From an optimization exercise on the open Yosys and OpenROAD flow, aimed at small area; shortcuts taken in it are not production practice. Function was checked by simulation only, so behaviour that the tests miss may differ from the original. No activity file was given, so power comes from the tool's default toggle rates.

==> flow/design.v (excerpt) <==
module cpu(out, in, clk, reset);
input  [7:0] in;
input        clk, reset;
output [7:0] out;
reg [7:0] out;
reg [7:0] reg_a, reg_b, reg_c;
reg [7:0] m0, m1, m2, m3, m4, m5, m6, m7;
reg [7:0] m8, m9, m10, m11, m12, m13, m14, m15;
reg [3:0] op;       
reg [3:0] n;        
reg       skip;     
reg       outm;     
reg       wr_q;     
reg       actn_q;   
reg       ph;       
wire exec = ~skip & ~outm;
wire op_in  = exec & ((op == 4'h6) | (op == 4'h7) | (op == 4'h8) | (op == 4'ha));
wire op_a   = exec & ((op == 4'h6) | (op == 4'hd));
wire op_b   = exec & ((op == 4'h7) | (op == 4'he));
wire op_alu = exec & ~op[3] & ~(op[2] & op[1]);
wire op_ld  = exec & (op == 4'ha);
wire op_om  = exec & (op == 4'hc);
wire op_oc  = exec & (op == 4'hb);
wire [7:0] bus = (op[3] & (op[0] | op[1])) ? reg_c : in;
reg  [7:0] x, y;
reg        cin;
always @* begin
	x = reg_a; y = reg_b; cin = 1'b0;
	case (op[2:0])
	3'b000: begin y = reg_b;  cin = 1'b0; end
	3'b001: begin y = ~reg_b; cin = 1'b1; end
	3'b010: begin y = 8'h00;  cin = 1'b1; end
	3'b011: begin y = 8'hff;  cin = 1'b0; end
	3'b100: begin y = reg_b;  cin = 1'b1; end
	default: begin x = ~reg_a; y = 8'h00; cin = 1'b1; end
	endcase
end
wire [8:0] cy;
assign cy[0] = cin;
genvar i;
generate for (i = 0; i < 8; i = i + 1) begin : add
	assign cy[i+1] = (x[i] & y[i]) | (x[i] & cy[i]) | (y[i] & cy[i]);
end endgenerate
wire [7:0] alu = x ^ y ^ cy[7:0];
wire [15:0] dec = 16'h0001 << n;
wire [15:0] we  = {16{wr_q & ~reset}} & dec;
wire [15:0] wen = {16{actn_q | reset}} | ~dec;
wire [7:0] rdq = ({8{wen[0]}}  | m0)  & ({8{wen[1]}}  | m1)  & ({8{wen[2]}}  | m2)  & ({8{wen[3]}}  | m3)
               & ({8{wen[4]}}  | m4)  & ({8{wen[5]}}  | m5)  & ({8{wen[6]}}  | m6)  & ({8{wen[7]}}  | m7)
               & ({8{wen[8]}}  | m8)  & ({8{wen[9]}}  | m9)  & ({8{wen[10]}} | m10) & ({8{wen[11]}} | m11)
               & ({8{wen[12]}} | m12) & ({8{wen[13]}} | m13) & ({8{wen[14]}} | m14) & ({8{wen[15]}} | m15);
  ...
Size: ~18 I/O pins.
==> flow/config.mk <==
export PLATFORM = sky130hd
export DESIGN_NAME = cpu
export DESIGN_NICKNAME = cpu
export VERILOG_FILES = /design/flow/design.v
export SDC_FILE = /design/flow/constraint.sdc
export NUM_CORES = 4
export LEC_CHECK = 0
export CAP_MARGIN = 20
export CORE_MARGIN = 2
export CORE_UTILIZATION = 70
export GPL_TIMING_DRIVEN = 0
export SLEW_MARGIN = 20
==> flow/constraint.sdc <==
create_clock -name core_clock -period 5.0 [get_ports {clk}]
set_input_delay 1.0000 -clock core_clock [delete_from_list [all_inputs] [get_ports {clk}]]
set_output_delay 1.0000 -clock core_clock [all_outputs]
set_load 0.01 [all_outputs]
standard.sh (not shown) runs the stock make flow with config.mk's settings and CLKGATE_MAP_FILE= SYNTH_SCRIPT=/design/flow/synth_recipe.tcl, a recipe that flattens the netlist after the stock synthesis.
==> flow/flow/run.sh <==
#!/bin/bash
# Own layout flow: the standard flow (standard.sh) with
#  - the standard synthesis script, except that ABC maps the logic with an
#    area-oriented script (flow/area.abc); ABC does not touch the registers,
#  - single-size buffers on the ports,
#  - a clock tree of mid-size buffers without dummy loads.
# All tool output goes to standard.log here and ORFS's logs under orfs/logs.
set -euo pipefail
here=$(pwd)
{
  echo 'proc abc {args} {'
  echo '  set i [lsearch -exact $args -script]'
  echo "  if { \$i >= 0 } { lset args [expr {\$i + 1}] $here/flow/area.abc }"
  echo '  yosys abc {*}$args'
  echo '}'
  cat synth_recipe.tcl
} > own_synth.tcl
CTS="-sink_clustering_enable -repair_clock_nets -dont_use_dummy_load -buf_list sky130_fd_sc_hd__clkbuf_8"
bash standard.sh "SYNTH_SCRIPT=$here/own_synth.tcl" \
  "BUFFER_PORTS_ARGS=-buffer_cell sky130_fd_sc_hd__buf_1" \
  "CTS_ARGS=$CTS" finish > standard.log 2>&1
==> flow/flow/area.abc <==
strash
dc2
dch -f
amap
topo
The first run completed without violations.
Change:
CORE_UTILIZATION = 50   (was 70)
GPL_ROUTABILITY_DRIVEN = 0   (was not set)
What happened: The new run completed without violations; sequential power is about the same; area after synthesis is unchanged; global-route usage is lower by 9.0 points; via count is lower by 5.1%; register-to-register slack loses 0.02 ns; clock skew is lower by 0.0051 ns.
Change:
CORE_UTILIZATION = 40   (was 50)
GPL_ROUTABILITY_DRIVEN = not set   (was 0)
GPL_TIMING_DRIVEN = not set   (was 0)
The changed run went through all stages and came out clean.
Area after synthesis is unchanged.
Sequential cell count does not change.
Non-clock buffer count increases by 6.
Critical path depth stays the same.
Sequential power hardly moves.
Maximum frequency is about the same.
Power increases by 0.50%.
First-iteration DRC count increases by 28%.
Final cell count increases by 5.2%.
Cell area increases by 1.0%.
Setup slack is worse by 0.0048 ns.
Change:
GPL_TIMING_DRIVEN = 0   (was not set)
The changed run finished clean.
Area after synthesis stays the same.
Wire length is lower by 5.5%.
Hold slack barely changes.
Synthesized cell count stays the same.
First-iteration DRC count went down by 26%.
Core utilization drops by 0.22 points.
Setup slack improved by 0.020 ns.

[separate check: timing with driven ports]
The flow's constraints put no driver on any port. The routed layouts listed below were extracted and timed again, unchanged, in two steps. Step 1: set_driving_cell puts a clkbuf_16 on clk and a buf_2 on each other input, an assumption about the parent block. Step 2, shift: input delay + t, output delay - t, t = (earliest + latest rising clock arrival at the registers) / 2. This alone moves slack from input paths to output paths. Three values: ideal ports, drivers, drivers and shift; two values: the first two.
| run | shift t [ns] | slack for setup (ns) | clock arrival spread, ns | slew at the worst register clock pin (ns) |
|---|---|---|---|---|
| the first run | 0.483 | 0.256 / 0.256 / 0.149 | 0.038 / 0.038 | 0.10 / 0.10 |
| the second run | 0.484 | 0.231 / 0.231 / 0.231 | 0.033 / 0.033 | 0.10 / 0.10 |
| the third run | 0.491 | 0.226 / 0.226 / 0.226 | 0.031 / 0.032 | 0.09 / 0.09 |
| the fourth run | 0.476 | 0.247 / 0.247 / 0.247 | 0.031 / 0.031 | 0.09 / 0.09 |
After both steps setup and hold are still met in every run listed. For the first run, which loses most, drivers alone change the setup slack by 0.000 ns; drivers and shift together by -0.107 ns.
